This is an optimization exercise on Yosys and OpenROAD, whose aim is small area, not a production implementation.
The RTL was checked by simulation tests, not by an equivalence proof against the original design.
No activity file was given, so power comes from the tool's default toggle rates.

==> inputs of run R <==
==> flow/design.v <==
module top(
	input wire clk,
	input wire rst_n,
	input wire [4:0] paddr,
	input wire [31:0] pwdata,
	input wire pwrite_in,
	output reg [31:0] data,
	output reg pready
);
genvar k, b, g;
reg [4:0] c;
wire dir_cap  = (c == 5'd1)  | (c == 5'd19);
wire addr_cap = (c == 5'd15) | (c == 5'd30);
wire complete = (c == 5'd16) | (c == 5'd31);
wire clear    = ~c[4];
always @(posedge clk or negedge rst_n)
	if (!rst_n) c <= 5'd0;
	else c <= (c == 5'd31) ? 5'd17 : c + 5'd1;
reg tg;
always @(posedge clk or negedge rst_n)
	if (!rst_n) tg <= 1'b0;
	else tg <= ~tg;
reg pw, pend;
reg [4:0] pa;
reg [31:0] pd;
always @(posedge clk)
	if (dir_cap) pw <= pwrite_in;
always @(posedge clk)
	if (addr_cap) begin
		pa <= paddr;
		pend <= pw;
	end
wire pd_keep = ~addr_cap & ~clear;
wire [31:0] pd_next;
for (b = 0; b < 32; b = b + 1) begin : pdn
	ao22 u (.a0(pwdata[b]), .b0(addr_cap), .a1(pd[b]), .b1(pd_keep), .y(pd_next[b]));
end
always @(posedge clk)
	pd <= pd_next;
wire in_c = (pa[3:0] == 4'd15);
wire hit = (pa[3:0] == c[3:0]) | ((pa[3:0] == 4'd0) & (c[3:0] == 4'd15));
wire insA = clear | (pend & ~pa[4] & ~in_c & hit);
wire insB = clear | (pend &  pa[4] & ~in_c & hit);
wire insC = clear | (pend & in_c & (tg ^ pa[4]));
reg [479:0] ra, rb;
reg [63:0] rc;
wire [31:0] na, nb, nc;
wire keepA = ~insA, keepB = ~insB, keepC = ~insC;
for (b = 0; b < 32; b = b + 1) begin : ins
	ao22 ua (.a0(pd[b]), .b0(insA), .a1(ra[b]), .b1(keepA), .y(na[b]));
	ao22 ub (.a0(pd[b]), .b0(insB), .a1(rb[b]), .b1(keepB), .y(nb[b]));
	ao22 uc (.a0(pd[b]), .b0(insC), .a1(rc[32 + b]), .b1(keepC), .y(nc[b]));
end
always @(posedge clk) begin
	ra <= {ra[447:32], na, ra[479:448]};
	rb <= {rb[447:32], nb, rb[479:448]};
	rc <= {rc[31:0], nc};
end
reg rvA, rvB, rvC;
reg dw;
reg [3:0] dp;
wire rd = ~pw;
always @(posedge clk or negedge rst_n)
	if (!rst_n) begin
		rvA <= 1'b0;
		rvB <= 1'b0;
		rvC <= 1'b0;
	end else if (complete) begin
		rvA <= rd & ~pa[4] & ~in_c;
		rvB <= rd &  pa[4] & ~in_c;
		rvC <= rd & in_c;
	end
always @(posedge clk)
	if (complete) begin
		dw <= pa[4];
		dp <= (pa[3:0] <= 4'd1) ? 4'd1 - pa[3:0] : 4'd0 - pa[3:0];    
	end else begin
		dp <= (dp == 4'd14) ? 4'd0 : dp + 4'd1;
	end
wire [3:0] hi;
wire [7:0] lo;
for (k = 0; k < 4; k = k + 1) begin : dhi
	assign hi[k] = dp[3:2] == k;
end
for (k = 0; k < 4; k = k + 1) begin : dlo
	assign lo[k] = rvA & (dp[1:0] == k);
	assign lo[4 + k] = rvB & (dp[1:0] == k);
end
wire [31:0] sel;
wire [1023:0] word;
for (k = 0; k < 15; k = k + 1) begin : dab
	an2 ua (.a(hi[k / 4]), .b(lo[k % 4]), .y(sel[k]));
	an2 ub (.a(hi[k / 4]), .b(lo[4 + k % 4]), .y(sel[15 + k]));
	assign word[k*32 +: 32] = ra[k*32 +: 32];
	assign word[(15 + k)*32 +: 32] = rb[k*32 +: 32];
end
assign sel[30] = rvC & ~(tg ^ dw);
assign sel[31] = rvC &  (tg ^ dw);
assign word[30*32 +: 32] = rc[31:0];
assign word[31*32 +: 32] = rc[63:32];
wire [31:0] dout;
for (b = 0; b < 32; b = b + 1) begin : rdb
	wire [10:0] t;
	for (g = 0; g < 10; g = g + 1) begin : grp
		aoi222 u (.a0(word[(3*g)*32 + b]), .b0(sel[3*g]),
		          .a1(word[(3*g+1)*32 + b]), .b1(sel[3*g+1]),
		          .a2(word[(3*g+2)*32 + b]), .b2(sel[3*g+2]), .y(t[g]));
	end
	aoi22 u10 (.a0(word[30*32 + b]), .b0(sel[30]), .a1(word[31*32 + b]), .b1(sel[31]),
	           .y(t[10]));
	nd11 u11 (.t(t), .y(dout[b]));
end
always @(*) begin
	data = dout;
	pready = (c == 5'd17);
end
endmodule
module aoi222(input a0, b0, a1, b1, a2, b2, output y);
assign y = ~((a0 & b0) | (a1 & b1) | (a2 & b2));
endmodule
module aoi22(input a0, b0, a1, b1, output y);
assign y = ~((a0 & b0) | (a1 & b1));
endmodule
module nd11(input [10:0] t, output y);
assign y = ~&t;
endmodule
module ao22(input a0, b0, a1, b1, output y);
assign y = (a0 & b0) | (a1 & b1);
endmodule
module an2(input a, b, output y);
assign y = a & b;
endmodule
==> flow/flow/run.sh <==
#!/bin/bash
set -euo pipefail
export PRE_FLOORPLAN_TCL="$PWD/flow/downsize.tcl"
export BUFFER_PORTS_ARGS="-buffer_cell sky130_fd_sc_hd__buf_1"
export CTS_ARGS="-sink_clustering_enable -repair_clock_nets -dont_use_dummy_load -sink_clustering_size 12 -sink_clustering_max_diameter 40 -buf_list sky130_fd_sc_hd__buf_4"
bash standard.sh finish > standard.log 2>&1
==> flow/flow/downsize.tcl <==
# Before floorplanning: give every combinational cell the smallest-area
# variant of its own function (same cell name with another drive strength).
# Repair during placement and after clock tree synthesis sizes up again where
# slew, capacitance or timing needs it. Flip-flops and tie cells are left.
set n 0
set saved 0.0
foreach inst [get_cells *] {
  set m [get_property $inst ref_name]
  if {![regexp {^(sky130_fd_sc_hd__[a-z0-9]+)_([0-9]+)$} $m -> base drv]} { continue }
  if {[regexp {__(df|ed|sdf|sed|dl|conb|clk)} $base]} { continue }
  set cur [get_lib_cells */$m]
  set best $cur
  set barea [get_property $cur area]
  foreach d {0 1 2} {
    set c [get_lib_cells -quiet */${base}_$d]
    if {$c == ""} { continue }
    if {[get_property $c dont_use]} { continue }
    set a [get_property $c area]
    if {$a < $barea} { set best $c; set barea $a }
  }
  if {$best != $cur} {
    set saved [expr {$saved + [get_property $cur area] - $barea}]
    replace_cell $inst $best
    incr n
  }
}
puts "downsize: replaced $n cells, [format %.1f $saved] um2 less"
==> flow/standard.sh <==
#!/bin/bash
# synth_recipe.tcl (not shown) runs the flow's synth.tcl, then flattens the netlist and writes it again
# the make line also repeats each setting of config.mk as NAME=value (left out here)
make -C /OpenROAD-flow-scripts/flow DESIGN_CONFIG=/design/flow/config.mk WORK_HOME=/design/flow/orfs CLKGATE_MAP_FILE= SYNTH_SCRIPT=/design/flow/synth_recipe.tcl "${@:-finish}"
==> flow/config.mk <==
export PLATFORM = sky130hd
export DESIGN_NAME = top
export DESIGN_NICKNAME = top
export VERILOG_FILES = /design/flow/design.v
export SDC_FILE = /design/flow/constraint.sdc
export NUM_CORES = 4
export LEC_CHECK = 0
export CAP_MARGIN = 20
export CORE_MARGIN = 2
export CORE_UTILIZATION = 78
export PLACE_DENSITY = 0.9
export SLEW_MARGIN = 20
export SYNTH_HIERARCHICAL = 1
export SYNTH_MINIMUM_KEEP_SIZE = 0
==> flow/constraint.sdc <==
create_clock -name core_clock -period 5.0 [get_ports {clk}]
set_input_delay 1.0000 -clock core_clock [delete_from_list [all_inputs] [get_ports {clk}]]
set_output_delay 1.0000 -clock core_clock [all_outputs]
set_load 0.01 [all_outputs]
==> run E: changes against run R <==
==> flow/design.v (replaced) <==
module top(
	input wire clk,
	input wire rst_n,
	input wire [4:0] paddr,
	input wire [31:0] pwdata,
	input wire pwrite_in,
	output reg [31:0] data,
	output reg pready
);
reg [4:0] c;
wire dir_cap  = (c == 5'd1)  | (c == 5'd19);
wire addr_cap = (c == 5'd15) | (c == 5'd30);
wire complete = (c == 5'd16) | (c == 5'd31);
wire clear    = (c <= 5'd10);
always @(posedge clk or negedge rst_n)
	if (!rst_n) c <= 5'd0;
	else c <= (c == 5'd31) ? 5'd17 : c + 5'd1;
reg pw;
always @(posedge clk or negedge rst_n)
	if (!rst_n) pw <= 1'b0;
	else if (dir_cap) pw <= pwrite_in;
reg [4:0] rot;
always @(posedge clk or negedge rst_n)
	if (!rst_n) rot <= 5'd0;
	else rot <= rot + 5'd1;
reg [4:0] pa;
reg [31:0] pd;
reg pend;
always @(posedge clk or negedge rst_n)
	if (!rst_n) begin
		pa <= 5'd0;
		pd <= 32'd0;
	end else if (addr_cap) begin
		pa <= paddr;
		pd <= pwdata;
	end
wire [4:0] pos = pa + rot;
wire at0 = (pos == 5'd31);
wire at1 = (pos == 5'd10);
wire at2 = (pos == 5'd21);
wire ins0 = clear | (pend & at0);
wire ins1 = clear | (pend & at1);
wire ins2 = clear | (pend & at2);
always @(posedge clk or negedge rst_n)
	if (!rst_n) pend <= 1'b0;
	else if (addr_cap) pend <= pw;
	else if (at0 | at1 | at2) pend <= 1'b0;
reg [1023:0] ring;
wire [1023:0] shifted = {ring[991:0], ring[1023:992]};
always @(posedge clk) begin
	ring <= shifted;
	if (ins0) ring[0*32 +: 32]  <= pd;
	if (ins1) ring[11*32 +: 32] <= pd;
	if (ins2) ring[22*32 +: 32] <= pd;
end
reg [31:0] rdata;
integer k;
always @(*) begin
	rdata = 32'd0;
	for (k = 0; k < 32; k = k + 1)
		rdata = rdata | (ring[k*32 +: 32] & {32{pos == k}});
end
always @(posedge clk or negedge rst_n)
	if (!rst_n) begin
		data <= 32'd0;
		pready <= 1'b0;
	end else begin
		pready <= complete;
		if (complete) data <= pw ? 32'd0 : rdata;
	end
endmodule
==> flow/run.sh (new file) <==
#!/bin/bash
# synth_recipe.tcl (not shown) runs the flow's synth.tcl, then flattens the netlist and writes it again
# the make line also repeats each setting of config.mk as NAME=value (left out here)
make -C /OpenROAD-flow-scripts/flow DESIGN_CONFIG=/design/flow/config.mk WORK_HOME=/design/flow/orfs CLKGATE_MAP_FILE= SYNTH_SCRIPT=/design/flow/synth_recipe.tcl finish
--- a/flow/config.mk
+++ b/flow/config.mk
@@ -9,6 +9,4 @@
 export CORE_MARGIN = 2
-export CORE_UTILIZATION = 78
-export PLACE_DENSITY = 0.9
+export CORE_UTILIZATION = 40
+export PLACE_DENSITY = 0.6
 export SLEW_MARGIN = 20
-export SYNTH_HIERARCHICAL = 1
-export SYNTH_MINIMUM_KEEP_SIZE = 0
removed: flow/flow/run.sh
removed: flow/flow/downsize.tcl
removed: flow/standard.sh
==> run G: changes against run R <==
==> flow/design.v (replaced) <==
module top(
	input wire clk,
	input wire rst_n,
	input wire [4:0] paddr,
	input wire [31:0] pwdata,
	input wire pwrite_in,
	output reg [31:0] data,
	output reg pready
);
genvar k, b, g;
reg [4:0] c;
wire dir_cap  = (c == 5'd1)  | (c == 5'd19);
wire addr_cap = (c == 5'd15) | (c == 5'd30);
wire complete = (c == 5'd16) | (c == 5'd31);
wire clear    = ~c[4];
always @(posedge clk or negedge rst_n)
	if (!rst_n) c <= 5'd0;
	else c <= (c == 5'd31) ? 5'd17 : c + 5'd1;
reg tg;
always @(posedge clk or negedge rst_n)
	if (!rst_n) tg <= 1'b0;
	else tg <= ~tg;
reg pw, pend;
reg [4:0] pa;
reg [31:0] pd;
always @(posedge clk)
	if (dir_cap) pw <= pwrite_in;
always @(posedge clk)
	if (addr_cap) begin
		pa <= paddr;
		pend <= pw;
	end
wire pd_keep = ~addr_cap & ~clear;
wire [31:0] pd_next;
for (b = 0; b < 32; b = b + 1) begin : pdn
	ao22 u (.a0(pwdata[b]), .b0(addr_cap), .a1(pd[b]), .b1(pd_keep), .y(pd_next[b]));
end
always @(posedge clk)
	pd <= pd_next;
wire in_c = (pa[3:0] == 4'd15);
wire hit = (pa[3:0] == c[3:0]) | ((pa[3:0] == 4'd0) & (c[3:0] == 4'd15));
wire insA = clear | (pend & ~pa[4] & ~in_c & hit);
wire insB = clear | (pend &  pa[4] & ~in_c & hit);
wire insC = clear | (pend & in_c & (tg ^ pa[4]));
reg [479:0] ra, rb;
reg [63:0] rc;
always @(posedge clk) begin
	ra <= {ra[447:32], insA ? pd : ra[31:0], ra[479:448]};
	rb <= {rb[447:32], insB ? pd : rb[31:0], rb[479:448]};
	rc <= {rc[31:0], insC ? pd : rc[63:32]};
end
wire rd_en = complete & ~pw;
wire hold = ~complete;
wire [3:0] hi;
wire [7:0] lo;
for (k = 0; k < 4; k = k + 1) begin : dhi
	assign hi[k] = pa[3:2] == k;
end
for (k = 0; k < 8; k = k + 1) begin : dlo
	assign lo[k] = rd_en & (pa[4] == k / 4) & (pa[1:0] == k % 4);
end
wire [32:0] sel;
wire [1055:0] word;
for (k = 0; k < 15; k = k + 1) begin : dab
	localparam integer I = (15 - k) % 15;
	an2 ua (.a(hi[I / 4]), .b(lo[I % 4]), .y(sel[k]));
	an2 ub (.a(hi[I / 4]), .b(lo[4 + I % 4]), .y(sel[15 + k]));
	assign word[k*32 +: 32] = ra[k*32 +: 32];
	assign word[(15 + k)*32 +: 32] = rb[k*32 +: 32];
end
wire rd_c = rd_en & in_c;
assign sel[30] = rd_c & ~(tg ^ pa[4]);
assign sel[31] = rd_c &  (tg ^ pa[4]);
assign sel[32] = hold;
assign word[30*32 +: 32] = rc[31:0];
assign word[31*32 +: 32] = rc[63:32];
wire [31:0] dnext;
for (b = 0; b < 32; b = b + 1) begin : rd
	wire [10:0] t;
	for (g = 0; g < 10; g = g + 1) begin : grp
		aoi222 u (.a0(word[(3*g)*32 + b]), .b0(sel[3*g]),
		          .a1(word[(3*g+1)*32 + b]), .b1(sel[3*g+1]),
		          .a2(word[(3*g+2)*32 + b]), .b2(sel[3*g+2]), .y(t[g]));
	end
	aoi222 u10 (.a0(word[30*32 + b]), .b0(sel[30]), .a1(word[31*32 + b]), .b1(sel[31]),
	            .a2(data[b]), .b2(sel[32]), .y(t[10]));
	nd11 u11 (.t(t), .y(dnext[b]));
end
always @(posedge clk or negedge rst_n)
	if (!rst_n) begin
		data <= 32'd0;
		pready <= 1'b0;
	end else begin
		pready <= complete;
		data <= dnext;
	end
endmodule
module aoi222(input a0, b0, a1, b1, a2, b2, output y);
assign y = ~((a0 & b0) | (a1 & b1) | (a2 & b2));
endmodule
module nd11(input [10:0] t, output y);
assign y = ~&t;
endmodule
module ao22(input a0, b0, a1, b1, output y);
assign y = (a0 & b0) | (a1 & b1);
endmodule
module an2(input a, b, output y);
assign y = a & b;
endmodule
--- a/flow/config.mk
+++ b/flow/config.mk
@@ -9,4 +9,4 @@
 export CORE_MARGIN = 2
-export CORE_UTILIZATION = 78
-export PLACE_DENSITY = 0.9
+export CORE_UTILIZATION = 70
+export PLACE_DENSITY = 0.85
 export SLEW_MARGIN = 20
==> notes.md <==
| metric | run E | run G | run R |
|---|---|---|---|
| Async SR Flop Fraction | 0.0741 | - | 0.00836 |
| Outcome | finished clean | finished clean | finished clean |
| Reg-to-reg critical path startpoint | rot[0] | c[0] | c[0] |
| Detailed Place HPWL | 55,400 um | 39,700 um | 42,700 um |
| Number of buffers and inverters on the critical path | 1 | 0 | 1 |
| Final hold slack | 0.325 ns | 0.298 ns | 0.199 ns |
| Multiplexer fraction of the synthesized cell area | 0.0990 | - | 0.00160 |
| Pint | 0.0143 W | 0.00996 W | 0.00973 W |
| Multi-input gates | 1,124 | 692 | 729 |
| CTS buffer count | 103 | 109 | 103 |
| Initial core utilization | 0.403 | 0.705 | 0.789 |
| Number of DRC markers after the initial detailed-route iteration | 1,705 | 3,650 | 4,547 |
| Crit-path slowest cell | sky130_fd_sc_hd__a2111o_2 | sky130_fd_sc_hd__o21ai_4 | sky130_fd_sc_hd__and2_2 |
| Via density per instance | 5.75 | 7.29 | 7.86 |
| Number of synthesized flops with an enable pin | 0 | - | 8 |
| Largest fanout on the critical path | 15 | 32 | 32 |
| NetSw | 0.00402 W | 0.00258 W | 0.00271 W |
| X dimension of the die | 291 um | 206 um | 193 um |
| Worst endpoint required time | 5.57 ns | 5.66 ns | 4.00 ns |
| Share of cells above drive strength 1 | 0.163 | 0.0964 | 0.0783 |
| Yosys top cell area share | 0.622 | - | 0.754 |

==> port drivers added, routing unchanged <==
Ports are ideal in the flow. The routed layouts listed here were re-timed in OpenROAD. Step 1 assumes that a clkbuf_16 drives the clock port and a buf_2 every other input. Step 2 adds t to the input delays and takes it off the output delays; t is the mean of the earliest and latest rising clock arrival at the registers after step 1. Input paths then give back, and output paths get back, about the clock's delay inside the block. Slacks: ideal ports / drivers / drivers and shift; pairs: ideal ports / drivers.
| run | t, ns | setup WS [ns] | worst register clock-pin slew, ns |
|---|---|---|---|
| run R | 0.770 | 0.342 / 0.287 / 1.057 | 0.12 / 0.12 |
| run E | 0.718 | 1.061 / 1.061 / 1.061 | 0.07 / 0.07 |
| run G | 0.782 | 1.117 / 1.117 / 1.117 | 0.11 / 0.11 |
After both steps setup and hold are still met in every run listed.
